Source: an optimization exercise on an open RTL-to-GDS flow (aim: small area). Production flows keep margins and buffers that such runs may drop. In this exercise RTL edits were held to simulation tests only and were not proved equivalent to the original.

==> design/flow/design.v <==
module keyboard_PS2(
	clock,
	rst_n,
	ps2_clk,
	ps2_dat,
	gun_dir,
	bombing,
	shooting);
	input			clock;
	input			rst_n;									 
	input			ps2_clk;								 
	input			ps2_dat;								 
	output	[1:0]	gun_dir;
	output			bombing;								
	output			shooting;
	reg		[1:0]	gun_dir;	
	reg				bombing;							
	reg		 		shooting;
	reg				dat_ready;
	reg				ps2_clk_delay1;						 
	reg				ps2_clk_delay2;
	reg				ps2_clk_delay3;	
	wire			ps2_clk_neg;							 
	always @ (posedge clock ) begin
		if(!rst_n) begin
			ps2_clk_delay1 <= 1'b0;
			ps2_clk_delay2 <= 1'b0;
			ps2_clk_delay3 <= 1'b0;
		end
		else begin
			ps2_clk_delay1 <= ps2_clk;
			ps2_clk_delay2 <= ps2_clk_delay1;
			ps2_clk_delay3 <= ps2_clk_delay2;
		end
	end
	assign ps2_clk_neg = ~ps2_clk_delay2 & ps2_clk_delay3;	
	reg	[7:0]	ps2_byte;								 
	reg	[7:0]	temp_data;								
	reg	[3:0] 	num;								
	reg 		ps2_state;								 
	reg			ps2_state_delay1;								
	reg			ps2_state_delay2;
	reg 		key_flag;								 
	always@(posedge clock)begin
		if(!rst_n) begin
			ps2_state_delay1<=1'b0;
			ps2_state_delay2<=1'b0;
			dat_ready<=1'b0;
		end
		else begin
			ps2_state_delay1<=ps2_state;
			ps2_state_delay2<=ps2_state_delay1;
			dat_ready<=(~ps2_state_delay2) &  ps2_state_delay1;
		end
	end
	always @ (posedge clock ) begin
		if(!rst_n) begin
			num <= 4'd0;
			temp_data <= 8'd0;
		end
		else if(ps2_clk_neg) begin						 
			case (num)
				4'd0:	num <= num+1'b1;
				4'd1:	begin
						num <= num+1'b1;
						temp_data[0] <= ps2_dat;	 
						end
				4'd2:	begin
						num <= num+1'b1;
						temp_data[1] <= ps2_dat;	 
						end
				4'd3:	begin
						num <= num+1'b1;
						temp_data[2] <= ps2_dat;	 
						end
				4'd4:	begin
						num <= num+1'b1;
						temp_data[3] <= ps2_dat;	 
						end
				4'd5:	begin
						num <= num+1'b1;
						temp_data[4] <= ps2_dat;	 
						end
				4'd6:	begin
						num <= num+1'b1;
						temp_data[5] <= ps2_dat;	 
						end
				4'd7:	begin
						num <= num+1'b1;
						temp_data[6] <= ps2_dat;	 
						end
				4'd8:	begin
						num <= num+1'b1;
						temp_data[7] <= ps2_dat;	 
						end
				4'd9:	begin
						num <= num+1'b1;			
						end
				4'd10:  begin
						num <= 4'd0;				 
						end
				default:;
			endcase
		end	
	end 
	always @ (posedge clock)begin	 
		if(!rst_n) begin
			key_flag <= 1'b0;
			ps2_state <= 1'b1;
			ps2_byte <= 8'd0;
		end
		else if(num==4'd10) begin	
			if(temp_data == 8'hf0) 
				key_flag <= 1'b1;
			else begin
				if(!key_flag) begin	
					ps2_state <= 1'b1;
					ps2_byte <= temp_data;	
				end
				else begin
					ps2_state <= 1'b0;
					key_flag <= 1'b0;
				end
			end
		end
	end
	always @ (posedge clock)begin
		if(!rst_n)
			gun_dir <= 2'b00;
		else
		case (ps2_byte)
			8'h1d: gun_dir <= 2'b01; 
			8'h1c: gun_dir <= 2'b10; 
			8'h1b: gun_dir <= 2'b11; 
			8'h23: gun_dir <= 2'b00; 
			default:gun_dir<=gun_dir;
		endcase
	end
	always @ (posedge clock)begin
		if(!rst_n) begin
			bombing	<=1'b0;
			shooting<=1'b0;
		end
		else if (ps2_byte==8'h44 && dat_ready==1)begin
			shooting<=1'b1;
		end
		else if (ps2_byte==8'h32 && dat_ready==1)begin
			bombing	<=1'b1;
		end		
		else begin
			bombing	<=1'b0;
			shooting<=1'b0;
		end
	end	
endmodule
module game_ctrl(
	clock,
	rst_n,
	reset,
	start,
	gun_dir,
	bombing,
	shooting,
	disp_state,
	size_monster,
	monster_pos_x_vector,
	monster_pos_y_vector,
	ball_x_vector,
	ball_y_vector,
	num_bomb,
	play_hp,
	play_score);
	input			clock;
	input			rst_n;		 
	input			reset;
	input			start;
	input	[1:0]	gun_dir;
	input			bombing;
	input			shooting;
	output	[3:0]	disp_state;
	output	[3:0]	size_monster;
	output	[31:0]	monster_pos_x_vector;
	output	[27:0]	monster_pos_y_vector;	
	output	[63:0]	ball_x_vector	;
	output	[55:0]	ball_y_vector	;
	output	[3:0]	num_bomb	;		
	output	[3:0]	play_hp		;
	output  [7:0]	play_score	;
	parameter	IDLE 	= 4'b0001,
				RUN 	= 4'b0010,
				SUCESS 	= 4'b0100,
				FAIL 	= 4'b1000;
	reg		[3:0]	state;
	(* mem2reg *)
	reg		[7:0]	monster_pos_x[3:0];
	(* mem2reg *)
	reg		[6:0]	monster_pos_y[3:0];	
	(* mem2reg *)
	reg		[7:0]	ball_x	[7:0];
	(* mem2reg *)
	reg		[6:0]	ball_y	[7:0];	
	(* mem2reg *)
	reg		[1:0]	dir_monster	[3:0];
	reg		[3:0]	size_monster;
	(* mem2reg *)
	reg		[1:0]	dir_ball	[7:0];	
	reg		[3:0]	num_bomb;
	reg		[3:0]	play_hp;
	reg		[7:0]	play_score;
	reg		[4:0]	addr_ball;
	reg		[4:0]	addr_monster;
	integer			i;
	assign	monster_pos_x_vector={monster_pos_x[0],monster_pos_x[1],monster_pos_x[2],monster_pos_x[3]};
	assign	monster_pos_y_vector={monster_pos_y[0],monster_pos_y[1],monster_pos_y[2],monster_pos_y[3]};
	assign	ball_x_vector={ball_x[0],ball_x[1],ball_x[2],ball_x[3],ball_x[4],ball_x[5],ball_x[6],ball_x[7]};
	assign	ball_y_vector={ball_y[0],ball_y[1],ball_y[2],ball_y[3],ball_y[4],ball_y[5],ball_y[6],ball_y[7]};
	reg		[39:0]	cnt_pixel_updata; 
	reg				clk_pixel_updata;
	reg		[39:0]	cnt_pixel_updata_2; 
	reg				clk_pixel_updata_2;	
	wire	[3:0]	monster_sel;
	assign	monster_sel[0]=(monster_pos_x[0]<159) ? 1'b1 : 1'b0;
	assign	monster_sel[1]=(monster_pos_x[1]<159) ? 1'b1 : 1'b0;
	assign	monster_sel[2]=(monster_pos_x[2]<159) ? 1'b1 : 1'b0;
	assign	monster_sel[3]=(monster_pos_x[3]<159) ? 1'b1 : 1'b0;
	assign disp_state=state;
	always@(posedge clock)begin
		if(!rst_n)begin
			cnt_pixel_updata<=0;
			clk_pixel_updata<=0;
		end
		else if(cnt_pixel_updata<100)begin
			cnt_pixel_updata<=cnt_pixel_updata+1;
			clk_pixel_updata<=0;
		end
		else begin
			cnt_pixel_updata<=0;
			clk_pixel_updata<=1;
		end
	end
	always@(posedge clock)begin
		if(!rst_n)begin
			cnt_pixel_updata_2<=0;
			clk_pixel_updata_2<=0;
		end
		else if(cnt_pixel_updata_2<200)begin
			cnt_pixel_updata_2<=cnt_pixel_updata_2+1;
			clk_pixel_updata_2<=0;
		end
		else begin
			cnt_pixel_updata_2<=0;
			clk_pixel_updata_2<=1;
		end
	end	
	reg	[15:0]	tmp;
	reg	[39:0]	cnt_random;
	reg			clk_random;
	always@(posedge clock)begin
		if(!rst_n)begin
			cnt_random<=0;
			clk_random<=0;
			tmp<=16'h5555;
		end
		else if(cnt_random<20000)begin
			cnt_random<=cnt_random+1;
			clk_random<=0;
		end
		else begin
			cnt_random<=0;
			clk_random<=1;
			tmp[15:1]<=tmp[14:0];
			tmp[0]<=tmp[15]^tmp[11]^tmp[2]^tmp[0];
		end
	end
	always@(posedge clock)begin
		if(!rst_n)begin
			state<=IDLE;
			num_bomb<=3;
			play_hp<=3;
			play_score<=0;
			addr_ball<=0;
			addr_monster<=0;
			size_monster<=4'b0000;
			for(i=0;i<4;i=i+1)begin
				monster_pos_x[i]<=159;
				monster_pos_y[i]<=119;
				dir_monster[i]<=2'b00;
			end
			for(i=0;i<8;i=i+1)begin
				ball_x[i]<=0;
				ball_y[i]<=0;
				dir_ball[i]<=2'b00;
			end
		end
		else
		case(state)
			IDLE:begin
				if(start==1)begin
					state<=RUN;
					num_bomb<=3;
					play_hp<=3;
					play_score<=0;
				end
				else begin
					state<=IDLE;
					monster_pos_x[0]<=159;
					monster_pos_x[1]<=159;
					monster_pos_x[2]<=159;
					monster_pos_x[3]<=159;
					monster_pos_y[0]<=119;
					monster_pos_y[1]<=119;
					monster_pos_y[2]<=119;
					monster_pos_y[3]<=119;
					ball_x[0]<=0;
					ball_x[1]<=0;
					ball_x[2]<=0;
					ball_x[3]<=0;
					ball_x[4]<=0;
					ball_x[5]<=0;
					ball_x[6]<=0;
					ball_x[7]<=0;
					ball_y[0]<=0;
					ball_y[1]<=0;
					ball_y[2]<=0;
					ball_y[3]<=0;
					ball_y[4]<=0;
					ball_y[5]<=0;
					ball_y[6]<=0;
					ball_y[7]<=0;
					num_bomb<=3;
					play_hp<=3;
					play_score<=0;							
				end
			end
			RUN:begin
				if(reset==1)begin
					state<=IDLE;
				end
				else if(shooting==1)begin
					if(addr_ball<7)
						addr_ball<=addr_ball+1;
					else
						addr_ball<=0;
					dir_ball[addr_ball]<=gun_dir;
					case(gun_dir)
						2'b00:begin
							ball_x[addr_ball]<=85;
							ball_y[addr_ball]<=60;
						end
						2'b01:begin
							ball_x[addr_ball]<=80;
							ball_y[addr_ball]<=55;
						end
						2'b10:begin
							ball_x[addr_ball]<=75;
							ball_y[addr_ball]<=60;
						end
						2'b11:begin
							ball_x[addr_ball]<=80;
							ball_y[addr_ball]<=65;
						end
						default:begin
							ball_x[addr_ball]<=85;
							ball_y[addr_ball]<=60;
						end
					endcase
				end
				else if(clk_random==1)begin
					if(addr_monster<3)
						addr_monster<=addr_monster+1;
					else
						addr_monster<=0;
					dir_monster[addr_monster]<=tmp[9:8];
					size_monster[addr_monster]<=tmp[7];
					case(tmp[9:8])
						2'b00:begin
							monster_pos_x[addr_monster]<=150;
							monster_pos_y[addr_monster]<=60;
						end
						2'b01:begin
							monster_pos_x[addr_monster]<=80;
							monster_pos_y[addr_monster]<=10;
						end
						2'b10:begin
							monster_pos_x[addr_monster]<=10;
							monster_pos_y[addr_monster]<=60;
						end
						2'b11:begin
							monster_pos_x[addr_monster]<=80;
							monster_pos_y[addr_monster]<=110;
						end
						default:begin
							monster_pos_x[addr_ball]<=85;
							monster_pos_y[addr_ball]<=60;
						end
					endcase																								
				end
				else if(clk_pixel_updata==1)begin
					if(ball_x[0]>5 && ball_y[0]>5 && ball_x[0]<155 && ball_y[0]<115)begin
						case(dir_ball[0])
							2'b00:begin
								ball_x[0]<=ball_x[0]+1;
							end
							2'b01:begin
								ball_y[0]<=ball_y[0]-1;
							end
							2'b10:begin
								ball_x[0]<=ball_x[0]-1;
							end
							2'b11:begin
								ball_y[0]<=ball_y[0]+1;
							end
							default:begin
								ball_x[0]<=ball_x[0]+1;
							end
						endcase																											
					end
					else begin
						ball_x[0]<=0;
						ball_y[0]<=0;
					end
					if(ball_x[1]>5 && ball_y[1]>5 && ball_x[1]<155 && ball_y[1]<115)begin
						case(dir_ball[1])
							2'b00:begin
								ball_x[1]<=ball_x[1]+1;
							end
							2'b01:begin
								ball_y[1]<=ball_y[1]-1;
							end
							2'b10:begin
								ball_x[1]<=ball_x[1]-1;
							end
							2'b11:begin
								ball_y[1]<=ball_y[1]+1;
							end
							default:begin
								ball_x[1]<=ball_x[1]+1;
							end
						endcase																											
					end
					else begin
						ball_x[1]<=0;
						ball_y[1]<=0;
					end
					if(ball_x[2]>5 && ball_y[2]>5 && ball_x[2]<155 && ball_y[2]<115)begin
						case(dir_ball[2])
							2'b00:begin
								ball_x[2]<=ball_x[2]+1;
							end
							2'b01:begin
								ball_y[2]<=ball_y[2]-1;
							end
							2'b10:begin
								ball_x[2]<=ball_x[2]-1;
							end
							2'b11:begin
								ball_y[2]<=ball_y[2]+1;
							end
							default:begin
								ball_x[2]<=ball_x[2]+1;
							end
						endcase																											
					end
					else begin
						ball_x[2]<=0;
						ball_y[2]<=0;
					end
					if(ball_x[3]>5 && ball_y[3]>5 && ball_x[3]<155 && ball_y[3]<115)begin
						case(dir_ball[3])
							2'b00:begin
								ball_x[3]<=ball_x[3]+1;
							end
							2'b01:begin
								ball_y[3]<=ball_y[3]-1;
							end
							2'b10:begin
								ball_x[3]<=ball_x[3]-1;
							end
							2'b11:begin
								ball_y[3]<=ball_y[3]+1;
							end
							default:begin
								ball_x[3]<=ball_x[3]+1;
							end
						endcase																											
					end
					else begin
						ball_x[3]<=0;
						ball_y[3]<=0;
					end
					if(ball_x[4]>5 && ball_y[4]>5 && ball_x[4]<155 && ball_y[4]<115)begin
						case(dir_ball[4])
							2'b00:begin
								ball_x[4]<=ball_x[4]+1;
							end
							2'b01:begin
								ball_y[4]<=ball_y[4]-1;
							end
							2'b10:begin
								ball_x[4]<=ball_x[4]-1;
							end
							2'b11:begin
								ball_y[4]<=ball_y[4]+1;
							end
							default:begin
								ball_x[4]<=ball_x[4]+1;
							end
						endcase																											
					end
					else begin
						ball_x[4]<=0;
						ball_y[4]<=0;
					end					
					if(ball_x[5]>5 && ball_y[5]>5 && ball_x[5]<155 && ball_y[5]<115)begin
						case(dir_ball[5])
							2'b00:begin
								ball_x[5]<=ball_x[5]+1;
							end
							2'b01:begin
								ball_y[5]<=ball_y[5]-1;
							end
							2'b10:begin
								ball_x[5]<=ball_x[5]-1;
							end
							2'b11:begin
								ball_y[5]<=ball_y[5]+1;
							end
							default:begin
								ball_x[5]<=ball_x[5]+1;
							end
						endcase																											
					end
					else begin
						ball_x[5]<=0;
						ball_y[5]<=0;
					end
					if(ball_x[6]>5 && ball_y[6]>5 && ball_x[6]<155 && ball_y[6]<115)begin
						case(dir_ball[6])
							2'b00:begin
								ball_x[6]<=ball_x[6]+1;
							end
							2'b01:begin
								ball_y[6]<=ball_y[6]-1;
							end
							2'b10:begin
								ball_x[6]<=ball_x[6]-1;
							end
							2'b11:begin
								ball_y[6]<=ball_y[6]+1;
							end
							default:begin
								ball_x[6]<=ball_x[6]+1;
							end
						endcase																											
					end
					else begin
						ball_x[6]<=0;
						ball_y[6]<=0;
					end
					if(ball_x[7]>5 && ball_y[7]>5 && ball_x[7]<155 && ball_y[7]<115)begin
						case(dir_ball[7])
							2'b00:begin
								ball_x[7]<=ball_x[7]+1;
							end
							2'b01:begin
								ball_y[7]<=ball_y[7]-1;
							end
							2'b10:begin
								ball_x[7]<=ball_x[7]-1;
							end
							2'b11:begin
								ball_y[7]<=ball_y[7]+1;
							end
							default:begin
								ball_x[7]<=ball_x[7]+1;
							end
						endcase																											
					end
					else begin
						ball_x[7]<=0;
						ball_y[7]<=0;
					end				
				end
				else if(clk_pixel_updata_2==1)begin									
					if(monster_pos_x[0]>5 && monster_pos_y[0]>5 && monster_pos_x[0]<155 && monster_pos_y[0]<115)begin
						case(dir_monster[0])
							2'b00:begin
								monster_pos_x[0]<=monster_pos_x[0]-1;
							end
							2'b01:begin
								monster_pos_y[0]<=monster_pos_y[0]+1;
							end
							2'b10:begin
								monster_pos_x[0]<=monster_pos_x[0]+1;
							end
							2'b11:begin
								monster_pos_y[0]<=monster_pos_y[0]-1;
							end
							default:begin
								monster_pos_x[0]<=monster_pos_x[0]-1;
							end
						endcase																											
					end
					else begin
						monster_pos_x[0]<=159;
						monster_pos_y[0]<=119;
					end
					if(monster_pos_x[1]>5 && monster_pos_y[1]>5 && monster_pos_x[1]<155 && monster_pos_y[1]<115)begin
						case(dir_monster[1])
							2'b00:begin
								monster_pos_x[1]<=monster_pos_x[1]-1;
							end
							2'b01:begin
								monster_pos_y[1]<=monster_pos_y[1]+1;
							end
							2'b10:begin
								monster_pos_x[1]<=monster_pos_x[1]+1;
							end
							2'b11:begin
								monster_pos_y[1]<=monster_pos_y[1]-1;
							end
							default:begin
								monster_pos_x[1]<=monster_pos_x[1]-1;
							end
						endcase																											
					end
					else begin
						monster_pos_x[1]<=159;
						monster_pos_y[1]<=119;
					end
					if(monster_pos_x[2]>5 && monster_pos_y[2]>5 && monster_pos_x[2]<155 && monster_pos_y[2]<115)begin
						case(dir_monster[2])
							2'b00:begin
								monster_pos_x[2]<=monster_pos_x[2]-1;
							end
							2'b01:begin
								monster_pos_y[2]<=monster_pos_y[2]+1;
							end
							2'b10:begin
								monster_pos_x[2]<=monster_pos_x[2]+1;
							end
							2'b11:begin
								monster_pos_y[2]<=monster_pos_y[2]-1;
							end
							default:begin
								monster_pos_x[2]<=monster_pos_x[2]-1;
							end
						endcase																											
					end
					else begin
						monster_pos_x[2]<=159;
						monster_pos_y[2]<=119;
					end
					if(monster_pos_x[3]>5 && monster_pos_y[3]>5 && monster_pos_x[3]<155 && monster_pos_y[3]<115)begin
						case(dir_monster[3])
							2'b00:begin
								monster_pos_x[3]<=monster_pos_x[3]-1;
							end
							2'b01:begin
								monster_pos_y[3]<=monster_pos_y[3]+1;
							end
							2'b10:begin
								monster_pos_x[3]<=monster_pos_x[3]+1;
							end
							2'b11:begin
								monster_pos_y[3]<=monster_pos_y[3]-1;
							end
							default:begin
								monster_pos_x[3]<=monster_pos_x[3]-1;
							end
						endcase																											
					end
					else begin
						monster_pos_x[3]<=159;
						monster_pos_y[3]<=119;
					end				
				end				
				else if((ball_x[0]-monster_pos_x[0])*(ball_x[0]-monster_pos_x[0])+(ball_y[0]-monster_pos_y[0])*(ball_y[0]-monster_pos_y[0])<=25)begin
					if(play_score+2<99)begin
						play_score<=play_score+2;
					end
					else begin
						play_score<=99;
					end
					ball_x[0]<=0;
					ball_y[0]<=0;
					monster_pos_x[0]<=159;
					monster_pos_y[0]<=119;
				end
				else if((ball_x[0]-monster_pos_x[1])*(ball_x[0]-monster_pos_x[1])+(ball_y[0]-monster_pos_y[1])*(ball_y[0]-monster_pos_y[1])<=25)begin
					if(play_score+2<99)begin
						play_score<=play_score+2;
					end
					else begin
						play_score<=99;
					end
					ball_x[0]<=0;
					ball_y[0]<=0;
					monster_pos_x[1]<=159;
					monster_pos_y[1]<=119;
				end
				else if((ball_x[0]-monster_pos_x[2])*(ball_x[0]-monster_pos_x[2])+(ball_y[0]-monster_pos_y[2])*(ball_y[0]-monster_pos_y[2])<=25)begin
					if(play_score+2<99)begin
						play_score<=play_score+2;
					end
					else begin
						play_score<=99;
					end
					ball_x[0]<=0;
					ball_y[0]<=0;
					monster_pos_x[2]<=159;
					monster_pos_y[2]<=119;
				end
				else if((ball_x[0]-monster_pos_x[3])*(ball_x[0]-monster_pos_x[3])+(ball_y[0]-monster_pos_y[3])*(ball_y[0]-monster_pos_y[3])<=25)begin
					if(play_score+2<99)begin
						play_score<=play_score+2;
					end
					else begin
						play_score<=99;
					end
					ball_x[0]<=0;
					ball_y[0]<=0;
					monster_pos_x[3]<=159;
					monster_pos_y[3]<=119;
				end
				else if((ball_x[1]-monster_pos_x[0])*(ball_x[1]-monster_pos_x[0])+(ball_y[1]-monster_pos_y[0])*(ball_y[1]-monster_pos_y[0])<=25)begin
					if(play_score+2<99)begin
						play_score<=play_score+2;
					end
					else begin
						play_score<=99;
					end
					ball_x[1]<=0;
					ball_y[1]<=0;
					monster_pos_x[0]<=159;
					monster_pos_y[0]<=119;
				end
				else if((ball_x[1]-monster_pos_x[1])*(ball_x[1]-monster_pos_x[1])+(ball_y[1]-monster_pos_y[1])*(ball_y[1]-monster_pos_y[1])<=25)begin
					if(play_score+2<99)begin
						play_score<=play_score+2;
					end
					else begin
						play_score<=99;
					end
					ball_x[1]<=0;
					ball_y[1]<=0;
					monster_pos_x[1]<=159;
					monster_pos_y[1]<=119;
				end
				else if((ball_x[1]-monster_pos_x[2])*(ball_x[1]-monster_pos_x[2])+(ball_y[1]-monster_pos_y[2])*(ball_y[1]-monster_pos_y[2])<=25)begin
					if(play_score+2<99)begin
						play_score<=play_score+2;
					end
					else begin
						play_score<=99;
					end
					ball_x[1]<=0;
					ball_y[1]<=0;
					monster_pos_x[2]<=159;
					monster_pos_y[2]<=119;
				end
				else if((ball_x[1]-monster_pos_x[3])*(ball_x[1]-monster_pos_x[3])+(ball_y[1]-monster_pos_y[3])*(ball_y[1]-monster_pos_y[3])<=25)begin
					if(play_score+2<99)begin
						play_score<=play_score+2;
					end
					else begin
						play_score<=99;
					end
					ball_x[1]<=0;
					ball_y[1]<=0;
					monster_pos_x[3]<=159;
					monster_pos_y[3]<=119;
				end
				else if((ball_x[2]-monster_pos_x[0])*(ball_x[2]-monster_pos_x[0])+(ball_y[2]-monster_pos_y[0])*(ball_y[2]-monster_pos_y[0])<=25)begin
					if(play_score+2<99)begin
						play_score<=play_score+2;
					end
					else begin
						play_score<=99;
					end
					ball_x[2]<=0;
					ball_y[2]<=0;
					monster_pos_x[0]<=159;
					monster_pos_y[0]<=119;
				end
				else if((ball_x[2]-monster_pos_x[1])*(ball_x[2]-monster_pos_x[1])+(ball_y[2]-monster_pos_y[1])*(ball_y[2]-monster_pos_y[1])<=25)begin
					if(play_score+2<99)begin
						play_score<=play_score+2;
					end
					else begin
						play_score<=99;
					end
					ball_x[2]<=0;
					ball_y[2]<=0;
					monster_pos_x[1]<=159;
					monster_pos_y[1]<=119;
				end
				else if((ball_x[2]-monster_pos_x[2])*(ball_x[2]-monster_pos_x[2])+(ball_y[2]-monster_pos_y[2])*(ball_y[2]-monster_pos_y[2])<=25)begin
					if(play_score+2<99)begin
						play_score<=play_score+2;
					end
					else begin
						play_score<=99;
					end
					ball_x[2]<=0;
					ball_y[2]<=0;
					monster_pos_x[2]<=159;
					monster_pos_y[2]<=119;
				end
				else if((ball_x[2]-monster_pos_x[3])*(ball_x[2]-monster_pos_x[3])+(ball_y[2]-monster_pos_y[3])*(ball_y[2]-monster_pos_y[3])<=25)begin
					if(play_score+2<99)begin
						play_score<=play_score+2;
					end
					else begin
						play_score<=99;
					end
					ball_x[2]<=0;
					ball_y[2]<=0;
					monster_pos_x[3]<=159;
					monster_pos_y[3]<=119;
				end
				else if((ball_x[3]-monster_pos_x[0])*(ball_x[3]-monster_pos_x[0])+(ball_y[3]-monster_pos_y[0])*(ball_y[3]-monster_pos_y[0])<=25)begin
					if(play_score+2<99)begin
						play_score<=play_score+2;
					end
					else begin
						play_score<=99;
					end
					ball_x[3]<=0;
					ball_y[3]<=0;
					monster_pos_x[0]<=159;
					monster_pos_y[0]<=119;
				end
				else if((ball_x[3]-monster_pos_x[1])*(ball_x[3]-monster_pos_x[1])+(ball_y[3]-monster_pos_y[1])*(ball_y[3]-monster_pos_y[1])<=25)begin
					if(play_score+2<99)begin
						play_score<=play_score+2;
					end
					else begin
						play_score<=99;
					end
					ball_x[3]<=0;
					ball_y[3]<=0;
					monster_pos_x[1]<=159;
					monster_pos_y[1]<=119;
				end
				else if((ball_x[3]-monster_pos_x[2])*(ball_x[3]-monster_pos_x[2])+(ball_y[3]-monster_pos_y[2])*(ball_y[3]-monster_pos_y[2])<=25)begin
					if(play_score+2<99)begin
						play_score<=play_score+2;
					end
					else begin
						play_score<=99;
					end
					ball_x[3]<=0;
					ball_y[3]<=0;
					monster_pos_x[2]<=159;
					monster_pos_y[2]<=119;
				end
				else if((ball_x[3]-monster_pos_x[3])*(ball_x[3]-monster_pos_x[3])+(ball_y[3]-monster_pos_y[3])*(ball_y[3]-monster_pos_y[3])<=25)begin
					if(play_score+2<99)begin
						play_score<=play_score+2;
					end
					else begin
						play_score<=99;
					end
					ball_x[3]<=0;
					ball_y[3]<=0;
					monster_pos_x[3]<=159;
					monster_pos_y[3]<=119;
				end
				else if((ball_x[4]-monster_pos_x[0])*(ball_x[4]-monster_pos_x[0])+(ball_y[4]-monster_pos_y[0])*(ball_y[4]-monster_pos_y[0])<=25)begin
					if(play_score+2<99)begin
						play_score<=play_score+2;
					end
					else begin
						play_score<=99;
					end
					ball_x[4]<=0;
					ball_y[4]<=0;
					monster_pos_x[0]<=159;
					monster_pos_y[0]<=119;
				end
				else if((ball_x[4]-monster_pos_x[1])*(ball_x[4]-monster_pos_x[1])+(ball_y[4]-monster_pos_y[1])*(ball_y[4]-monster_pos_y[1])<=25)begin
					if(play_score+2<99)begin
						play_score<=play_score+2;
					end
					else begin
						play_score<=99;
					end
					ball_x[4]<=0;
					ball_y[4]<=0;
					monster_pos_x[1]<=159;
					monster_pos_y[1]<=119;
				end
				else if((ball_x[4]-monster_pos_x[2])*(ball_x[4]-monster_pos_x[2])+(ball_y[4]-monster_pos_y[2])*(ball_y[4]-monster_pos_y[2])<=25)begin
					if(play_score+2<99)begin
						play_score<=play_score+2;
					end
					else begin
						play_score<=99;
					end
					ball_x[4]<=0;
					ball_y[4]<=0;
					monster_pos_x[2]<=159;
					monster_pos_y[2]<=119;
				end
				else if((ball_x[4]-monster_pos_x[3])*(ball_x[4]-monster_pos_x[3])+(ball_y[4]-monster_pos_y[3])*(ball_y[4]-monster_pos_y[3])<=25)begin
					if(play_score+2<99)begin
						play_score<=play_score+2;
					end
					else begin
						play_score<=99;
					end
					ball_x[4]<=0;
					ball_y[4]<=0;
					monster_pos_x[3]<=159;
					monster_pos_y[3]<=119;
				end
				else if((ball_x[5]-monster_pos_x[0])*(ball_x[5]-monster_pos_x[0])+(ball_y[5]-monster_pos_y[0])*(ball_y[5]-monster_pos_y[0])<=25)begin
					if(play_score+2<99)begin
						play_score<=play_score+2;
					end
					else begin
						play_score<=99;
					end
					ball_x[5]<=0;
					ball_y[5]<=0;
					monster_pos_x[0]<=159;
					monster_pos_y[0]<=119;
				end
				else if((ball_x[5]-monster_pos_x[1])*(ball_x[5]-monster_pos_x[1])+(ball_y[5]-monster_pos_y[1])*(ball_y[5]-monster_pos_y[1])<=25)begin
					if(play_score+2<99)begin
						play_score<=play_score+2;
					end
					else begin
						play_score<=99;
					end
					ball_x[5]<=0;
					ball_y[5]<=0;
					monster_pos_x[1]<=159;
					monster_pos_y[1]<=119;
				end
				else if((ball_x[5]-monster_pos_x[2])*(ball_x[5]-monster_pos_x[2])+(ball_y[5]-monster_pos_y[2])*(ball_y[5]-monster_pos_y[2])<=25)begin
					if(play_score+2<99)begin
						play_score<=play_score+2;
					end
					else begin
						play_score<=99;
					end
					ball_x[5]<=0;
					ball_y[5]<=0;
					monster_pos_x[2]<=159;
					monster_pos_y[2]<=119;
				end
				else if((ball_x[5]-monster_pos_x[3])*(ball_x[5]-monster_pos_x[3])+(ball_y[5]-monster_pos_y[3])*(ball_y[5]-monster_pos_y[3])<=25)begin
					if(play_score+2<99)begin
						play_score<=play_score+2;
					end
					else begin
						play_score<=99;
					end
					ball_x[5]<=0;
					ball_y[5]<=0;
					monster_pos_x[3]<=159;
					monster_pos_y[3]<=119;
				end
				else if((ball_x[6]-monster_pos_x[0])*(ball_x[6]-monster_pos_x[0])+(ball_y[6]-monster_pos_y[0])*(ball_y[6]-monster_pos_y[0])<=25)begin
					if(play_score+2<99)begin
						play_score<=play_score+2;
					end
					else begin
						play_score<=99;
					end
					ball_x[6]<=0;
					ball_y[6]<=0;
					monster_pos_x[0]<=159;
					monster_pos_y[0]<=119;
				end
				else if((ball_x[6]-monster_pos_x[1])*(ball_x[6]-monster_pos_x[1])+(ball_y[6]-monster_pos_y[1])*(ball_y[6]-monster_pos_y[1])<=25)begin
					if(play_score+2<99)begin
						play_score<=play_score+2;
					end
					else begin
						play_score<=99;
					end
					ball_x[6]<=0;
					ball_y[6]<=0;
					monster_pos_x[1]<=159;
					monster_pos_y[1]<=119;
				end
				else if((ball_x[6]-monster_pos_x[2])*(ball_x[6]-monster_pos_x[2])+(ball_y[6]-monster_pos_y[2])*(ball_y[6]-monster_pos_y[2])<=25)begin
					if(play_score+2<99)begin
						play_score<=play_score+2;
					end
					else begin
						play_score<=99;
					end
					ball_x[6]<=0;
					ball_y[6]<=0;
					monster_pos_x[2]<=159;
					monster_pos_y[2]<=119;
				end
				else if((ball_x[6]-monster_pos_x[3])*(ball_x[6]-monster_pos_x[3])+(ball_y[6]-monster_pos_y[3])*(ball_y[6]-monster_pos_y[3])<=25)begin
					if(play_score+2<99)begin
						play_score<=play_score+2;
					end
					else begin
						play_score<=99;
					end
					ball_x[6]<=0;
					ball_y[6]<=0;
					monster_pos_x[3]<=159;
					monster_pos_y[3]<=119;
				end
				else if((ball_x[7]-monster_pos_x[0])*(ball_x[7]-monster_pos_x[0])+(ball_y[7]-monster_pos_y[0])*(ball_y[7]-monster_pos_y[0])<=25)begin
					if(play_score+2<99)begin
						play_score<=play_score+2;
					end
					else begin
						play_score<=99;
					end
					ball_x[7]<=0;
					ball_y[7]<=0;
					monster_pos_x[0]<=159;
					monster_pos_y[0]<=119;
				end
				else if((ball_x[7]-monster_pos_x[1])*(ball_x[7]-monster_pos_x[1])+(ball_y[7]-monster_pos_y[1])*(ball_y[7]-monster_pos_y[1])<=25)begin
					if(play_score+2<99)begin
						play_score<=play_score+2;
					end
					else begin
						play_score<=99;
					end
					ball_x[7]<=0;
					ball_y[7]<=0;
					monster_pos_x[1]<=159;
					monster_pos_y[1]<=119;
				end
				else if((ball_x[7]-monster_pos_x[2])*(ball_x[7]-monster_pos_x[2])+(ball_y[7]-monster_pos_y[2])*(ball_y[7]-monster_pos_y[2])<=25)begin
					if(play_score+2<99)begin
						play_score<=play_score+2;
					end
					else begin
						play_score<=99;
					end
					ball_x[7]<=0;
					ball_y[7]<=0;
					monster_pos_x[2]<=159;
					monster_pos_y[2]<=119;
				end
				else if((ball_x[7]-monster_pos_x[3])*(ball_x[7]-monster_pos_x[3])+(ball_y[7]-monster_pos_y[3])*(ball_y[7]-monster_pos_y[3])<=25)begin
					if(play_score+2<99)begin
						play_score<=play_score+2;
					end
					else begin
						play_score<=99;
					end
					ball_x[7]<=0;
					ball_y[7]<=0;
					monster_pos_x[3]<=159;
					monster_pos_y[3]<=119;
				end
				else if((monster_pos_x[0]-80)*(monster_pos_x[0]-80)+(monster_pos_y[0]-60)*(monster_pos_y[0]-60)<=81)begin	
					if(play_hp>0)begin
						play_hp<=play_hp-1;
					end
					else begin
						play_hp<=0;
						state<=FAIL;
					end
					monster_pos_x[0]<=159;
					monster_pos_x[1]<=159;
					monster_pos_x[2]<=159;
					monster_pos_x[3]<=159;
					monster_pos_y[0]<=119;
					monster_pos_y[1]<=119;
					monster_pos_y[2]<=119;
					monster_pos_y[3]<=119;
					ball_x[0]<=0;
					ball_x[1]<=0;
					ball_x[2]<=0;
					ball_x[3]<=0;
					ball_x[4]<=0;
					ball_x[5]<=0;
					ball_x[6]<=0;
					ball_x[7]<=0;
					ball_y[0]<=0;
					ball_y[1]<=0;
					ball_y[2]<=0;
					ball_y[3]<=0;
					ball_y[4]<=0;
					ball_y[5]<=0;
					ball_y[6]<=0;
					ball_y[7]<=0;				
				end
				else if((monster_pos_x[1]-80)*(monster_pos_x[1]-80)+(monster_pos_y[1]-60)*(monster_pos_y[1]-60)<=81)begin	
					if(play_hp>0)begin
						play_hp<=play_hp-1;
					end
					else begin
						play_hp<=0;
						state<=FAIL;
					end
					monster_pos_x[0]<=159;
					monster_pos_x[1]<=159;
					monster_pos_x[2]<=159;
					monster_pos_x[3]<=159;
					monster_pos_y[0]<=119;
					monster_pos_y[1]<=119;
					monster_pos_y[2]<=119;
					monster_pos_y[3]<=119;
					ball_x[0]<=0;
					ball_x[1]<=0;
					ball_x[2]<=0;
					ball_x[3]<=0;
					ball_x[4]<=0;
					ball_x[5]<=0;
					ball_x[6]<=0;
					ball_x[7]<=0;
					ball_y[0]<=0;
					ball_y[1]<=0;
					ball_y[2]<=0;
					ball_y[3]<=0;
					ball_y[4]<=0;
					ball_y[5]<=0;
					ball_y[6]<=0;
					ball_y[7]<=0;
				end
				else if((monster_pos_x[2]-80)*(monster_pos_x[2]-80)+(monster_pos_y[2]-60)*(monster_pos_y[2]-60)<=81)begin	
					if(play_hp>0)begin
						play_hp<=play_hp-1;
					end
					else begin
						play_hp<=0;
						state<=FAIL;
					end
					monster_pos_x[0]<=159;
					monster_pos_x[1]<=159;
					monster_pos_x[2]<=159;
					monster_pos_x[3]<=159;
					monster_pos_y[0]<=119;
					monster_pos_y[1]<=119;
					monster_pos_y[2]<=119;
					monster_pos_y[3]<=119;
					ball_x[0]<=0;
					ball_x[1]<=0;
					ball_x[2]<=0;
					ball_x[3]<=0;
					ball_x[4]<=0;
					ball_x[5]<=0;
					ball_x[6]<=0;
					ball_x[7]<=0;
					ball_y[0]<=0;
					ball_y[1]<=0;
					ball_y[2]<=0;
					ball_y[3]<=0;
					ball_y[4]<=0;
					ball_y[5]<=0;
					ball_y[6]<=0;
					ball_y[7]<=0;						
				end
				else if((monster_pos_x[3]-80)*(monster_pos_x[3]-80)+(monster_pos_y[3]-60)*(monster_pos_y[3]-60)<=81)begin	
					if(play_hp>0)begin
						play_hp<=play_hp-1;
					end
					else begin
						play_hp<=0;
						state<=FAIL;
					end
					monster_pos_x[0]<=159;
					monster_pos_x[1]<=159;
					monster_pos_x[2]<=159;
					monster_pos_x[3]<=159;
					monster_pos_y[0]<=119;
					monster_pos_y[1]<=119;
					monster_pos_y[2]<=119;
					monster_pos_y[3]<=119;
					ball_x[0]<=0;
					ball_x[1]<=0;
					ball_x[2]<=0;
					ball_x[3]<=0;
					ball_x[4]<=0;
					ball_x[5]<=0;
					ball_x[6]<=0;
					ball_x[7]<=0;
					ball_y[0]<=0;
					ball_y[1]<=0;
					ball_y[2]<=0;
					ball_y[3]<=0;
					ball_y[4]<=0;
					ball_y[5]<=0;
					ball_y[6]<=0;
					ball_y[7]<=0;					
				end
				else begin
					state<=RUN;
				end
				if(play_score==99)begin
					state<=SUCESS;
				end
				if(bombing==1)begin
					if(num_bomb>0)begin						
						if(monster_sel==4'b0001 || monster_sel==4'b0010 || monster_sel==4'b0100 || monster_sel==4'b1000)begin
							if(play_score+2<99)begin
								play_score<=play_score+2;
							end
							else begin
								play_score<=99;
							end
						end
						else if(monster_sel==4'b0011 || monster_sel==4'b0110 || monster_sel==4'b1100 || monster_sel==4'b1001 || monster_sel==4'b0101 || monster_sel==4'b1010)begin
							if(play_score+4<99)begin
								play_score<=play_score+4;
							end
							else begin
								play_score<=99;
							end
						end
						else if(monster_sel==4'b1110 || monster_sel==4'b1101 || monster_sel==4'b1011 || monster_sel==4'b0111)begin
							if(play_score+6<99)begin
								play_score<=play_score+6;
							end
							else begin
								play_score<=99;
							end
						end
						else if(monster_sel==4'b1111)begin
							if(play_score+8<99)begin
								play_score<=play_score+6;
							end
							else begin
								play_score<=99;
							end
						end
						else begin
							play_score<=play_score;
						end
						monster_pos_x[0]<=159;
						monster_pos_x[1]<=159;
						monster_pos_x[2]<=159;
						monster_pos_x[3]<=159;
						monster_pos_y[0]<=119;
						monster_pos_y[1]<=119;
						monster_pos_y[2]<=119;
						monster_pos_y[3]<=119;
						ball_x[0]<=0;
						ball_x[1]<=0;
						ball_x[2]<=0;
						ball_x[3]<=0;
						ball_x[4]<=0;
						ball_x[5]<=0;
						ball_x[6]<=0;
						ball_x[7]<=0;
						ball_y[0]<=0;
						ball_y[1]<=0;
						ball_y[2]<=0;
						ball_y[3]<=0;
						ball_y[4]<=0;
						ball_y[5]<=0;
						ball_y[6]<=0;
						ball_y[7]<=0;
						num_bomb<=num_bomb-1;
					end
					else begin
						num_bomb<=0;
					end
				end
			end
			SUCESS:begin
				if(reset==1)begin
					state<=IDLE;
				end
				else begin
					state<=SUCESS;
				end
			end
			FAIL:begin
				if(reset==1)begin
					state<=IDLE;
				end
				else begin
					state<=FAIL;
				end				
			end			
			default:begin
				state<=IDLE;
			end
		endcase			
	end
endmodule
module bin2bcd(
	clock,		
	rst_n,
	bin,		
	y1,			
	y2,			
	y3);		
	input			clock;
	input			rst_n;
	input	[7:0]	bin;
	output	[3:0]	y1;
	output	[3:0]	y2;
	output	[3:0]	y3;
	reg		[3:0]	y1;
	reg		[3:0]	y2;
	reg		[3:0]	y3;
	reg		[3:0]	state;
	reg		[7:0]	A;		
	reg		[3:0]	temp;		
	always@(posedge clock)begin
		if(!rst_n) begin
			state<=0;
			A<=0;
			temp<=0;
			y1<=0;
			y2<=0;
			y3<=0;
		end
		else
		case(state)
			0:begin
				A<=bin;
				temp<=0;
				state<=1;
			end
			1:begin
				if(A>=100)begin 
					A<=A-100;
					temp<=temp+1;
					state<=1;
				end
				else begin
					y1<=temp; 
					temp<=0;
					state<=2;
				end
			end
			2:begin
				if(A>=10)begin 
					A<=A-10;
					temp<=temp+1;
					state<=2;
				end
				else begin 
					y2<=temp;
					y3<=A[3:0];
					state<=0;
				end
			end
			default:state<=0;
		endcase		
	end
endmodule
module seg7_decoder(
	dat1_i,
	dat2_i,
	dat3_i,
	dat4_i,
	seg1_o,
	seg2_o,
	seg3_o,
	seg4_o
	); 
	input	[3:0]	dat1_i;				 
	input	[3:0]	dat2_i;				 
	input	[3:0]	dat3_i;				 
	input	[3:0]	dat4_i;				 
	output	[6:0]	seg1_o;				 
	output	[6:0]	seg2_o;				 
	output	[6:0]	seg3_o;				 
	output	[6:0]	seg4_o;				 
	reg		[6:0]	seg1_o;				
	reg		[6:0]	seg2_o;				
	reg		[6:0]	seg3_o;				
	reg		[6:0]	seg4_o;
	always @(*)begin
		case(dat1_i)				 
			4'h0:seg1_o=7'b1000000;	 
			4'h1:seg1_o=7'b1111001;	 
			4'h2:seg1_o=7'b0100100;	 
			4'h3:seg1_o=7'b0110000;	 
			4'h4:seg1_o=7'b0011001;	 
			4'h5:seg1_o=7'b0010010;	 
			4'h6:seg1_o=7'b0000010;	 
			4'h7:seg1_o=7'b1111000;	 
			4'h8:seg1_o=7'b0000000;	 
			4'h9:seg1_o=7'b0011000;	 
			default:seg1_o=7'b1111111;
		endcase
	end
	always @(*)begin
		case(dat2_i)				 
			4'h0:seg2_o=7'b1000000;	 
			4'h1:seg2_o=7'b1111001;	 
			4'h2:seg2_o=7'b0100100;	 
			4'h3:seg2_o=7'b0110000;	 
			4'h4:seg2_o=7'b0011001;	 
			4'h5:seg2_o=7'b0010010;	 
			4'h6:seg2_o=7'b0000010;	 
			4'h7:seg2_o=7'b1111000;	 
			4'h8:seg2_o=7'b0000000;	 
			4'h9:seg2_o=7'b0011000;	 
			default:seg2_o=7'b1111111;
		endcase
	end
	always @(*)begin
		case(dat3_i)				 
			4'h0:seg3_o=7'b1000000;	 
			4'h1:seg3_o=7'b1111001;	 
			4'h2:seg3_o=7'b0100100;	 
			4'h3:seg3_o=7'b0110000;	 
			4'h4:seg3_o=7'b0011001;	 
			4'h5:seg3_o=7'b0010010;	 
			4'h6:seg3_o=7'b0000010;	 
			4'h7:seg3_o=7'b1111000;	 
			4'h8:seg3_o=7'b0000000;	 
			4'h9:seg3_o=7'b0011000;	 
			default:seg3_o=7'b1111111;
		endcase
	end
	always @(*)begin
		case(dat4_i)				 
			4'h0:seg4_o=7'b1000000;	 
			4'h1:seg4_o=7'b1111001;	 
			4'h2:seg4_o=7'b0100100;	 
			4'h3:seg4_o=7'b0110000;	 
			4'h4:seg4_o=7'b0011001;	 
			4'h5:seg4_o=7'b0010010;	 
			4'h6:seg4_o=7'b0000010;	 
			4'h7:seg4_o=7'b1111000;	 
			4'h8:seg4_o=7'b0000000;	 
			4'h9:seg4_o=7'b0011000;	 
			default:seg4_o=7'b1111111;
		endcase
	end
endmodule
module display_ctrl(
	clock,
	rst_n,
	gun_dir,
	disp_state,
	size_monster,
	monster_pos_x_vector,
	monster_pos_y_vector,
	ball_x_vector,
	ball_y_vector,
	colour,
	x,
	y);
	input			clock;
	input			rst_n;								
	input	[1:0]	gun_dir;
	input	[3:0]	disp_state	;
	input	[19:0]	size_monster;
	input	[31:0]	monster_pos_x_vector;
	input	[27:0]	monster_pos_y_vector;	
	input	[63:0]	ball_x_vector	;
	input	[55:0]	ball_y_vector	;	
	output	[2:0]	colour	;
	output  [7:0]	x		;
	output  [6:0]	y		;
	reg		[2:0]	colour	;
	reg		[7:0]	x		;
	reg		[6:0]	y		;
	wire	[7:0]	gun_pos_x=80;
	wire	[6:0]	gun_pos_y=60;
	wire	[7:0]	monster_pos_x[19:0];
	wire	[6:0]	monster_pos_y[19:0];	
	wire	[7:0]	ball_x	[19:0];
	wire	[6:0]	ball_y	[19:0];	
	assign	{monster_pos_x[0],monster_pos_x[1],monster_pos_x[2],monster_pos_x[3]}=monster_pos_x_vector;
	assign	{monster_pos_y[0],monster_pos_y[1],monster_pos_y[2],monster_pos_y[3]}=monster_pos_y_vector;
	assign	{ball_x[0],ball_x[1],ball_x[2],ball_x[3],ball_x[4],ball_x[5],ball_x[6],ball_x[7]}=ball_x_vector;
	assign	{ball_y[0],ball_y[1],ball_y[2],ball_y[3],ball_y[4],ball_y[5],ball_y[6],ball_y[7]}=ball_y_vector;
	always@(posedge clock)begin
		if(!rst_n)begin
			x<=0;
			y<=0;
		end
		else if(x<8'd159)begin
			x<=x+8'b1;
		end
		else if(y<7'd119)begin
			x<=0;
			y<=y+7'b1;
		end
		else begin
			x<=0;
			y<=0;
		end
	end
	always@(posedge clock)begin
		if(!rst_n)begin
			colour<=3'b000;
		end
		else if(disp_state==4'b0001)begin
			colour<=3'b000;
		end
		else if(disp_state==4'b0010)begin
			if(x>=10 && x<=150 && y>=10 && y<=110)begin
				if(x>=gun_pos_x-8'd5 && x<=gun_pos_x+8'd5 && y>=gun_pos_y-7'd5 && y<=gun_pos_y+7'd5)begin
					case(gun_dir)
						2'b00: begin
							if(x<=gun_pos_x)begin
								colour<=3'b100;
							end
							else if(y>=gun_pos_y-7'd2 && y<=gun_pos_y+7'd2)begin
								colour<=3'b100;
							end
							else begin
								colour<=3'b000;
							end
						end
						2'b01: begin
							if(y>=gun_pos_y)begin
								colour<=3'b100;
							end
							else if(x>=gun_pos_x-8'd2 && x<=gun_pos_x+8'd2)begin
								colour<=3'b100;
							end
							else begin
								colour<=3'b000;
							end
						end				
						2'b10: begin
							if(x>=gun_pos_x)begin
								colour<=3'b100;
							end
							else if(y>=gun_pos_y-7'd2 && y<=gun_pos_y+7'd2)begin
								colour<=3'b100;
							end
							else begin
								colour<=3'b000;
							end
						end
						2'b11: begin
							if(y<=gun_pos_y)begin
								colour<=3'b100;
							end
							else if(x>=gun_pos_x-8'd2 && x<=gun_pos_x+8'd2)begin
								colour<=3'b100;
							end
							else begin
								colour<=3'b000;
							end
						end
						default:begin
							if(x<=gun_pos_x)begin
								colour<=3'b100;
							end
							else if(y>=gun_pos_y-7'd2 && y<=gun_pos_y+7'd2)begin
								colour<=3'b100;
							end
							else begin
								colour<=3'b000;
							end
						end
					endcase						
				end
				else if(x>=ball_x[0]-1 && x<=ball_x[0]+1 && y>=ball_y[0]-1 && y<=ball_y[0]+1)
					colour<=3'b010;	
				else if(x>=ball_x[1]-1 && x<=ball_x[1]+1 && y>=ball_y[1]-1 && y<=ball_y[1]+1)
					colour<=3'b010;
				else if(x>=ball_x[2]-1 && x<=ball_x[2]+1 && y>=ball_y[2]-1 && y<=ball_y[2]+1)
					colour<=3'b010;
				else if(x>=ball_x[3]-1 && x<=ball_x[3]+1 && y>=ball_y[3]-1 && y<=ball_y[3]+1)
					colour<=3'b010;
				else if(x>=ball_x[4]-1 && x<=ball_x[4]+1 && y>=ball_y[4]-1 && y<=ball_y[4]+1)
					colour<=3'b010;
				else if(x>=ball_x[5]-1 && x<=ball_x[5]+1 && y>=ball_y[5]-1 && y<=ball_y[5]+1)
					colour<=3'b010;
				else if(x>=ball_x[6]-1 && x<=ball_x[6]+1 && y>=ball_y[6]-1 && y<=ball_y[6]+1)
					colour<=3'b010;
				else if(x>=ball_x[7]-1 && x<=ball_x[7]+1 && y>=ball_y[7]-1 && y<=ball_y[7]+1)
					colour<=3'b010;						
				else if((x>=monster_pos_x[0]-3 && x<=monster_pos_x[0]+3 && y>=monster_pos_y[0]-3 && y<=monster_pos_y[0]+3) && size_monster[0]==0)
					colour<=3'b001;
				else if((x>=monster_pos_x[0]-3 && x<=monster_pos_x[0]+3 && y>=monster_pos_y[0]-3 && y<=monster_pos_y[0]+3) && size_monster[0]==1)
					colour<=3'b100;				
				else if((x>=monster_pos_x[1]-3 && x<=monster_pos_x[1]+3 && y>=monster_pos_y[1]-3 && y<=monster_pos_y[1]+3) && size_monster[1]==0)
					colour<=3'b001;
				else if((x>=monster_pos_x[1]-3 && x<=monster_pos_x[1]+3 && y>=monster_pos_y[1]-3 && y<=monster_pos_y[1]+3) && size_monster[1]==1)
					colour<=3'b100;					
				else if((x>=monster_pos_x[2]-3 && x<=monster_pos_x[2]+3 && y>=monster_pos_y[2]-3 && y<=monster_pos_y[2]+3) && size_monster[2]==0)
					colour<=3'b001;
				else if((x>=monster_pos_x[2]-3 && x<=monster_pos_x[2]+3 && y>=monster_pos_y[2]-3 && y<=monster_pos_y[2]+3) && size_monster[2]==1)
					colour<=3'b100;	
				else if((x>=monster_pos_x[3]-3 && x<=monster_pos_x[3]+3 && y>=monster_pos_y[3]-3 && y<=monster_pos_y[3]+3) && size_monster[3]==0)
					colour<=3'b001;
				else if((x>=monster_pos_x[3]-3 && x<=monster_pos_x[3]+3 && y>=monster_pos_y[3]-3 && y<=monster_pos_y[3]+3) && size_monster[3]==1)
					colour<=3'b100;					
				else
					colour<=3'b000;
			end
			else begin
				colour<=3'b000;
			end
		end
		else if(disp_state==4'b0100)begin
			colour<=3'b010;
		end
		else if(disp_state==4'b1000)begin
			colour<=3'b100;
		end
		else begin
			colour<=3'b000;
		end				
	end
endmodule
module Shooter_top
	(
		CLOCK_50,						 
		RESETN,							 
        SW,
        PS2_CLK,
        PS2_DAT,
        HEX3,
        HEX2,
        HEX1,
        HEX0, 
        LEDR,  
		PIX_X,
		PIX_Y,
		PIX_COLOUR
	);
	input			CLOCK_50;				 
	input			RESETN;
	input   [17:0]  SW;
    input     		PS2_CLK;
    input   	    PS2_DAT; 
	output	[6:0]	HEX3;
	output	[6:0]	HEX2;
	output	[6:0]	HEX1;
	output	[6:0]	HEX0;
	output	[15:0]	LEDR;
	output	[7:0]	PIX_X;
	output	[6:0]	PIX_Y;
	output	[2:0]	PIX_COLOUR;
	wire	[2:0]	colour	;
	wire	[7:0]	x		;
	wire	[6:0]	y		;
	wire	[1:0]	gun_dir	;
	wire			shooting;
	wire	[31:0]	monster_pos_x_vector;
	wire	[27:0]	monster_pos_y_vector;	
	wire	[63:0]	ball_x_vector	;
	wire	[55:0]	ball_y_vector	;
	wire	[3:0]	dat1;
	wire	[3:0]	dat2;
	wire	[3:0]	play_hp		;
	wire	[7:0]	play_score	;
	wire	[3:0]	disp_state	;
	wire	[3:0]	size_monster;
	wire			bombing		;
	wire	[3:0]	num_bomb	;
	assign	LEDR={play_hp,play_score};
	keyboard_PS2 u1(
		.clock(CLOCK_50),
		.rst_n(RESETN),
		.ps2_clk(PS2_CLK),
		.ps2_dat(PS2_DAT),
		.gun_dir(gun_dir),
		.bombing(bombing),
		.shooting(shooting));
	game_ctrl u2(
		.clock(CLOCK_50),
		.rst_n(RESETN),
		.reset(SW[0]),
		.start(SW[1]),		
		.gun_dir(gun_dir),
		.bombing(bombing),
		.shooting(shooting),
		.disp_state(disp_state),
		.size_monster(size_monster),
		.monster_pos_x_vector(monster_pos_x_vector),
		.monster_pos_y_vector(monster_pos_y_vector),
		.ball_x_vector(ball_x_vector),
		.ball_y_vector(ball_y_vector),	
		.num_bomb(num_bomb),
		.play_hp(play_hp),
		.play_score(play_score));
	bin2bcd u3(
		.clock(CLOCK_50),
		.rst_n(RESETN),
		.bin(play_score),
		.y1(),
		.y2(dat1),
		.y3(dat2));
	seg7_decoder u4(
		.dat1_i(num_bomb),
		.dat2_i(play_hp),
		.dat3_i(dat1),
		.dat4_i(dat2),
		.seg1_o(HEX3),
		.seg2_o(HEX2),
		.seg3_o(HEX1),
		.seg4_o(HEX0)); 
	display_ctrl u5(
		.clock(CLOCK_50),
		.rst_n(RESETN),
		.gun_dir(gun_dir),
		.disp_state(disp_state),
		.size_monster({16'b0,size_monster}),		
		.monster_pos_x_vector(monster_pos_x_vector),
		.monster_pos_y_vector(monster_pos_y_vector),
		.ball_x_vector(ball_x_vector),
		.ball_y_vector(ball_y_vector),		
		.colour(colour),
		.x(x),
		.y(y));
	assign	PIX_X		= x;
	assign	PIX_Y		= y;
	assign	PIX_COLOUR	= colour;
endmodule
==> design/flow/run.sh <==
#!/bin/bash
# synth_recipe.tcl (not shown) runs the flow's synth.tcl, then flattens the netlist and writes it again
# the make line also repeats each setting of config.mk as NAME=value (left out here)
make -C /OpenROAD-flow-scripts/flow DESIGN_CONFIG=/design/flow/config.mk WORK_HOME=/design/flow/orfs CLKGATE_MAP_FILE= SYNTH_SCRIPT=/design/flow/synth_recipe.tcl finish
==> design/flow/config.mk <==
export PLATFORM = sky130hd
export DESIGN_NAME = Shooter_top
export DESIGN_NICKNAME = Shooter_top
export VERILOG_FILES = /design/flow/design.v
export SDC_FILE = /design/flow/constraint.sdc
export NUM_CORES = 8
export LEC_CHECK = 0
export CAP_MARGIN = 20
export CORE_MARGIN = 2
export CORE_UTILIZATION = 35
export GPL_ROUTABILITY_DRIVEN = 1
export SLEW_MARGIN = 20
==> design/flow/constraint.sdc <==
create_clock -name core_clock -period 20.0 [get_ports {CLOCK_50}]
set_input_delay 4.0000 -clock core_clock [delete_from_list [all_inputs] [get_ports {CLOCK_50}]]
set_output_delay 4.0000 -clock core_clock [all_outputs]
set_load 0.01 [all_outputs]
==> run_results.csv <==
group,metric,value,unit
run_status,status,"finished clean",
synthesis,synth_area,0.612,mm^2
setup_path,cpPeakStageDelay,0.97,ns
timing,timing.final.hold_violations,0,
synthesis,synth_edf_count,0,
floorplan,io_pins,84,
timing,setup-violations-final,0,
clock_network,clkTransAtPathRegs,0.06,ns
clock_network,cts.path.max_buffers,4,
setup_path,path_common_cell,"inv_1",
place,dp_hpwl,1630,mm
floorplan,fp.dieH,1.33,mm
setup_path,path_class,"reg2reg",
timing,period_minus_slack,18.46,ns
grt,grt_max_degree,63,
floorplan,core,1.74,mm^2
clock_network,root_buffer,"clkbuf_16",
timing,skew,0.115,ns
clock_network,htreeDepth,3,
synthesis,synth_ff_type,"dfxtp_1",
setup_path,critPathRequiredTime,20.67,ns
grt,grt_pass1_wl,2780,mm
drt,avgRoutedWirePerCell,20.9,um
drt,drt-initial-drc-count,27300,
drt,antenna_left,0,
grt,grt.total_usage,20.7,%
clock_network,cts_tree,"yes",
timing,fin_crit_sh,92.3,%
place,routabilityCongestion,0.972,
synthesis,yosys-top-cells-count,"19200 x inv_1, 15300 x fa_1, 8637 x ha_1",
place,postPlaceCellArea,0.645,mm^2
grt,grt_pass1_vias,452000,
synthesis,async_flop_share,0,%
timing,whs,0.386,ns
setup_path,r2r_slack,1.54,ns
final_layout,nNetsFinal,86900,
clock_network,ctsHoldBuffers,0,
final_layout,drive_gt1_share,2.45,%
drt,first_pass_iters,6,
final_layout,final_area,0.648,mm^2
timing,timing.fmax,0.0542,GHz
setup_path,worstPathMaxFanout,15,
synthesis,ys_seq_area_share,1.56,%
synthesis,yosys.area.top_type,"fa_1",
setup_path,critPathSlowestCell,"nand4_1",
timing,max-slew-margin-rel,15.5,%
timing,tightestPinTransition,1.26,ns
clock_network,cts_buffers,70,
synthesis,ys_warn_count,5,
drt,vias,419000,
timing,rsz0062_at_grt,"no",
clock_network,clock-sinks,477,
drt,routed_via_density,4.86,
clock_network,clock_latency,0.86,ns
synthesis,syn_avg_cell_area,9.72,um^2
synthesis,ys_ff_latch,477,
grt,gr-total-overflow,0,
place,io_buffers,63,
grt,antenna_found_initial,131,
setup_path,crit_path_end_kind,"flop",
synthesis,synth_top_area_share,50.1,%
synthesis,ys_top_cells_by_area,"fa_1 50%, ha_1 18%, inv_1 12%, xnor2_1 3.4%, nor2_1 1.8%",
synthesis,yosysMostFrequentCell,"inv_1",
floorplan,die_w,1.33,mm
synthesis,synth.distinct_cells,119,
drt,wl,1800,mm
floorplan,initial_core_util,35.1,%
setup_path,start_kind,"flop",
clock_network,cts_setup_buffers,0,
final_layout,fillCellCount,176000,
clock_network,cts_resized,0,
floorplan,dieArea,1.76,mm^2
min_path,hold_class,"reg2reg",
final_layout,areaGrowthSynthToFinish,5.79,%
floorplan,rows,485,
setup_path,critPathArrivalTime,19.13,ns
timing,finalSetupTns,0,ns
synthesis,syn-instance-count,62900,
drt,drc,0,
run,drv_cap,0,
timing,slew_viol_final,0,
==> kinds of logic (layout without fill, tap and decap cells) <==
family	after synthesis	in the layout	synth area share, %
AO/OA/AOI/OAI	6161	6161	6.53
buffers and inverters	20300	20200	12.4
adder cells (fa/ha/maj)	24000	24000	67.8
flip-flops	477	477	1.56
AND/OR/NAND/NOR	8642	8642	6.67
other	1	257	0.000613
multiplexers	298	298	0.503
XOR/XNOR	3095	3095	4.48
==> flip-flops by register name, summed over array words and instances (netlist names), 7 cells and up <==
name	flops
u1.ps2_byte	8
HEX2	7
HEX0	7
u2.cnt_pixel_updata_2	40
u2.cnt_random	40
u2.dir_ball	16
u2.cnt_pixel_updata	40
u2.ball_x	64
u5.x	8
u1.temp_data	8
u5.y	7
u2.dir_monster	8
HEX1	7
u2.ball_y	56
u2.play_score	8
HEX3	7
u2.tmp	16
u2.monster_pos_x	32
u3.A	8
u2.monster_pos_y	28
==> stage by stage <==
stage | util, % | setup WS (ns) | instances
final | 37.1 | 1.54 | 86300
after global routing | 37.1 | 1.18 | 86100
after CTS | 37.1 | 1.93 | 86100
after detailed placement | 37.0 | 2.01 | 86000
after global placement | 37.0 | 2.27 | 86000
after floorplan | - | 5.00 | 63000
==> worst max-delay path: cells and delay by family (launching register included) <==
kind                       cells  cell delay [ns]
AOI/OAI and AO/OA             10             2.75
adders and majority gates     13             7.12
buffers and inverters         12             2.96
DFF                            1             0.71
muxes                          2             0.79
and+or+nand+nor                8             3.91
==> final timing paths <==
check                                      startpoint                      end  cells past startpoint
setup / recovery  u2.monster_pos_y[2][4]$_SDFFE_PN1P_          HEX2[3]$_DFF_P_                     45
setup reg to reg  u2.monster_pos_y[2][4]$_SDFFE_PN1P_          HEX2[3]$_DFF_P_                     45
hold / removal         u1.ps2_state_delay2$_SDFF_PN0_  u1.dat_ready$_SDFF_PN0_                      1
hold reg to reg        u1.ps2_state_delay2$_SDFF_PN0_  u1.dat_ready$_SDFF_PN0_                      1
==> cells in the final DEF (no fill, tap or decap), types with 145 or more instances in the layout <==
cell type,synthesis,layout
a211oi_1,227,226
a21o_1,715,715
a21oi_1,1645,1631
a31oi_1,178,178
and2_1,157,157
and3_1,167,167
buf_4,4,756
dfxtp_1,477,394
diode_2,0,162
fa_1,15300,15300
ha_1,8637,8637
inv_1,19200,19100
mux2i_1,226,226
nand2_1,2228,2224
nand2b_1,569,568
nand3_1,413,413
nand4_1,261,261
nor2_1,2979,2942
nor2b_1,331,331
nor3_1,512,504
nor4_1,218,205
o211ai_1,167,167
o21a_1,234,234
o21ai_0,1390,1388
o21bai_1,200,200
o22ai_1,149,149
or2_2,205,205
or3_1,145,145
xnor2_1,2407,2403
xor2_1,666,664
==> cell type report <==
cell class | instances | area (um^2) | share of cell area, %
multi-input cells | 42300 | 528000 | 81.5
well taps | 23100 | 28900 | 4.47
inverters | 19300 | 72400 | 11.2
diodes | 162 | 405 | 0.0626
flip-flops and latches | 477 | 9670 | 1.49
clock inverters | 30 | 362 | 0.0558
repair buffers | 823 | 6370 | 0.984
clock buffers | 90 | 1920 | 0.296
==> routing by layer <==
metal  global-route usage, %  part of all wire (%)  up-vias
met3                    4.01                   7.1     2225
li1                        -                     -   190000
met4                    7.59                   4.3       68
met5                       0                 0.026        -
met1                    27.7                    42   215000
met2                    33.4                    46    12300

==> re-timing with driven ports <==
In the flow no input, the clock included, has a driving cell. The finished layout below was timed again as built, in two steps.
Step 1, drivers: a clkbuf_16 drives CLOCK_50 and a buf_2 each remaining input, both assumed.
Step 2 times the ports against the registers' clock, not the clock port: input delays grow and output delays shrink by t, the midpoint of the rising clock arrivals with the driver on.
Three values: no drivers, after step 1, after step 2; two values: the first two.
t (ns): 0.907
slack for setup (ns): 1.538 / 1.538 / 1.538
hold slack, ns: 0.386 / 0.386 / 0.386
After both steps this run still meets setup and hold. For this run, drivers alone change the setup slack by 0.000 ns; drivers and shift together by 0.000 ns.
